This design comes from an exercise in tuning for a short achievable clock period and few clock cycles on the open sky130 flow, not from production work. RTL that was checked went through simulation tests only; none was proved equivalent to the original.

// hw5_cpu
module hw5_cpu(
  clk,
  rst_n,
  imem_addr,
  imem_data,
  dmem_addr,
  dmem_we,
  dmem_wdata,
  dmem_rdata,
  LEDR, LEDG,
  HEX0, HEX1, HEX2, HEX3
);
input clk;
input rst_n;
output [9:0] imem_addr;
input [32-1:0] imem_data;
output [9:0] dmem_addr;
output dmem_we;
output [16-1:0] dmem_wdata;
input [16-1:0] dmem_rdata;
output [9:0] LEDR;
output [7:0] LEDG;
output [6:0] HEX0, HEX1, HEX2, HEX3;
reg rst_q;
always @(posedge clk)
  rst_q <= rst_n;
reg [15:0] pc_f;
reg        x_v;
reg [15:0] x_pc4;                   
reg        x_sum, x_and, x_link;    
reg        x_wreg, x_load, x_store;
reg        x_jmp, x_jsrr, x_movi;
reg        x_pv;                    
reg [15:0] x_pval;                  
reg [3:0]  x_rd;
reg [15:0] x_b, x_c, x_a;           
reg        x_bm, x_cm, x_am;        
reg        m_wreg;
reg        m_load;
reg        m_we;
reg [3:0]  m_rd;
reg [15:0] m_res;
reg [15:0] m_sdata;
reg        w_wreg;
reg [3:0]  w_rd;
  ...
==> flow/config.mk <==
export PLATFORM = sky130hd
export DESIGN_NAME = hw5_cpu
export DESIGN_NICKNAME = hw5_cpu
export VERILOG_FILES = /design/flow/design.v
export SDC_FILE = /design/flow/constraint.sdc
export NUM_CORES = 4
export LEC_CHECK = 0
export CAP_MARGIN = 20
export CORE_MARGIN = 2
export CORE_UTILIZATION = 40
export SLEW_MARGIN = 20
export TNS_END_PERCENT = 10
==> flow/constraint.sdc <==
create_clock -name core_clock -period 12.0 [get_ports {clk}]
set_input_delay 2.4000 -clock core_clock [delete_from_list [all_inputs] [get_ports {clk}]]
set_output_delay 2.4000 -clock core_clock [all_outputs]
set_load 0.01 [all_outputs]
standard.sh (not shown) runs the stock make flow with config.mk's settings and CLKGATE_MAP_FILE= SYNTH_SCRIPT=/design/flow/synth_recipe.tcl, a recipe that flattens the netlist after the stock synthesis.
==> flow/flow/run.sh <==
#!/bin/bash
# The standard layout, with timing repair aimed below the design's period.
set -euo pipefail
bash standard.sh SETUP_SLACK_MARGIN=8.5 finish > flow.log 2>&1
The baseline completed without violations.
Testbench counts at the start, summed over its fixed seeds: cycles 19,565.
Rerun with:
--- a/flow/design.v
+++ b/flow/design.v
@@ -151,22 +151,21 @@
 wire c_w = m_wreg && (m_rd == f_rc);
 wire c_v = w_wreg && (w_rd == f_rc);
 wire a_m = xw     && (x_rd == f_ra);
 wire a_w = m_wreg && (m_rd == f_ra);
 wire a_v = w_wreg && (w_rd == f_ra);
 wire [15:0] w_next = m_load ? dmem_rdata : m_res;
 wire [15:0] f_bval = b_w ? w_next : b_v ? w_res : rf[f_rb];
 wire [15:0] f_cval = c_w ? w_next : c_v ? w_res : rf[f_rc];
 wire [15:0] f_aval = a_w ? w_next : a_v ? w_res : rf[f_ra];
 wire f_stall = (x_v && x_load &&
-  ((f_uses_b && x_rd == f_rb) || (f_uses_c && x_rd == f_rc) || (f_stw && x_rd == f_ra) || f_br)) ||
-  (f_br && !xw && m_load);
+  ((f_uses_b && x_rd == f_rb) || (f_uses_c && x_rd == f_rc) || (f_stw && x_rd == f_ra) || f_br));
 wire [15:0] pc4_f = pc_f + 16'h4;
 wire [13:0] tgt_hi;
 AddKS #(.W(14)) add_tgt(.A(pc_f[15:2]), .B(f_imm[13:0]), .CI(1'b1), .S(tgt_hi));
 wire [15:0] tgt_f = {tgt_hi, pc_f[1:0]};
 wire movi_hit = x_v && x_movi && (x_rd == f_rb);
 wire [15:0] jmp_pval = movi_hit ? x_c : (f_rb == 4'd7) ? lr : pc4_f;
 wire [13:0] jsrr_hi;
 AddKS #(.W(14)) add_jsrr(.A(pc_f[15:2]), .B(x_c[13:0]), .CI(1'b1), .S(jsrr_hi));
 wire [15:0] jsrr_pf  = {jsrr_hi, pc_f[1:0]};
 wire [15:0] fb = x_bm ? m_res : x_b;
@@ -179,21 +178,21 @@
                   x_link ? x_pc4 :
                   fc;
 function [2:0] ccof;
   input [15:0] v;
   ccof = v[15] ? 3'b100 : (v == 16'h0) ? 3'b010 : 3'b001;
 endfunction
 wire [15:0] andv = fb & fc;
 wire sum_zero = ((fb ^ fc) == {fb[14:0] | fc[14:0], 1'b0});
 wire [2:0] cc_sum = sum[15] ? 3'b100 : sum_zero ? 3'b010 : 3'b001;
 wire [2:0] cc_x = x_sum ? cc_sum : x_and ? ccof(andv) : x_link ? ccof(x_pc4) : ccof(fc);
-wire [2:0] cc_now = m_wreg ? ccof(m_res) : w_wreg ? ccof(w_res) : cc;
+wire [2:0] cc_now = m_wreg ? (m_load ? ccof(dmem_rdata) : ccof(m_res)) : w_wreg ? ccof(w_res) : cc;
 wire [2:0] cc_live = (x_v && x_wreg) ? cc_x : cc_now;
 wire f_take = f_jsr || (f_br && ((f_op[2:0] & cc_live) != 3'b000));
 wire pred_ok = x_pv && (fb == x_pval);
 wire redirect = x_v && (x_jmp || x_jsrr) && !pred_ok;
 wire [13:0] jsrx_hi;
 AddKS #(.W(14)) add_jsrx(.A(x_pc4[15:2]), .B(fb[13:0]), .CI(1'b0), .S(jsrx_hi));
 wire [15:0] jsrr_x = {jsrx_hi, x_pc4[1:0]};
 wire [15:0] target = x_jmp ? fb : jsrr_x;
 always @(posedge clk)
 begin
@@ -275,33 +274,32 @@
   end else if (w_wreg) begin
     rf[w_rd] <= w_res;
     cc <= ccof(w_res);
   end
 end
 wire [6:0] seg0, seg1, seg2, seg3;
 SevenSeg sseg0(.OUT(seg3), .IN(m_sdata[15:12]));
 SevenSeg sseg1(.OUT(seg2), .IN(m_sdata[11:8]));
 SevenSeg sseg2(.OUT(seg1), .IN(m_sdata[7:4]));
 SevenSeg sseg3(.OUT(seg0), .IN(m_sdata[3:0]));
+wire ld_r = m_we && (m_res[9:0] == 1020);
+wire ld_g = m_we && (m_res[9:0] == 1021);
+wire ld_h = m_we && (m_res[9:0] == 1022);
 always @(posedge clk)
 begin
   if (!rst_q) begin
     ledr_q <= 10'h3FF;
     ledg_q <= 8'hFF;
     hex3_q <= 7'b0100001;  
     hex2_q <= 7'b0000110;  
     hex1_q <= 7'b0001000;  
     hex0_q <= 7'b0100001;  
-  end else if (m_we) begin
-    if (m_res[9:0] == 1020)
-      ledr_q <= m_sdata[9:0];
-    if (m_res[9:0] == 1021)
-      ledg_q <= m_sdata[7:0];
-    if (m_res[9:0] == 1022) begin
-      hex3_q <= seg3;
-      hex2_q <= seg2;
-      hex1_q <= seg1;
-      hex0_q <= seg0;
-    end
+  end else begin
+    ledr_q <= ({10{ld_r}} & m_sdata[9:0]) | ({10{!ld_r}} & ledr_q);
+    ledg_q <= ({8{ld_g}} & m_sdata[7:0]) | ({8{!ld_g}} & ledg_q);
+    hex3_q <= ({7{ld_h}} & seg3) | ({7{!ld_h}} & hex3_q);
+    hex2_q <= ({7{ld_h}} & seg2) | ({7{!ld_h}} & hex2_q);
+    hex1_q <= ({7{ld_h}} & seg1) | ({7{!ld_h}} & hex1_q);
+    hex0_q <= ({7{ld_h}} & seg0) | ({7{!ld_h}} & hex0_q);
   end
 end
 endmodule  
Outcome:
- worst setup slack loses 0.19 ns
- via count falls by 1.9%
- sequential cell count does not change
- clock skew falls by 0.016 ns
- synthesized area falls by 0.56%
- wire length falls by 4.0%
Only the layout flow was run in the second run of this note; the RTL was not checked for function there.

==> re-timing with driven ports <==
The results above use ideal ports. As a check the final layouts listed here were re-extracted and re-timed, cells and wires unchanged. Step 1: set_driving_cell puts a clkbuf_16 on clk and a buf_2 on each other input, an assumption about the parent block. Step 2 moves the port delays by t, midway between the first and last clock arrival at a register: inputs arrive t later, outputs are due t later. That takes back most of the time a late clock gives input paths. Three values: no drivers, after step 1, after step 2; two values: the first two.
run | t, ns | setup WS [ns] | hold WS [ns] | latest minus earliest clock arrival (ns) | cell pins on the clock port's net
the first run | 0.714 | 8.054 / 7.973 / 7.259 | 0.401 / 0.401 / 0.401 | 0.043 / 0.042 | 1
the second run | 0.686 | 7.859 / 7.843 / 7.171 | 0.418 / 0.418 / 0.418 | 0.024 / 0.024 | 1
After both steps setup and hold are still met in every run listed. The setup slack of the first run, which loses most, moves by -0.081 ns with the drivers and by -0.795 ns with both steps.
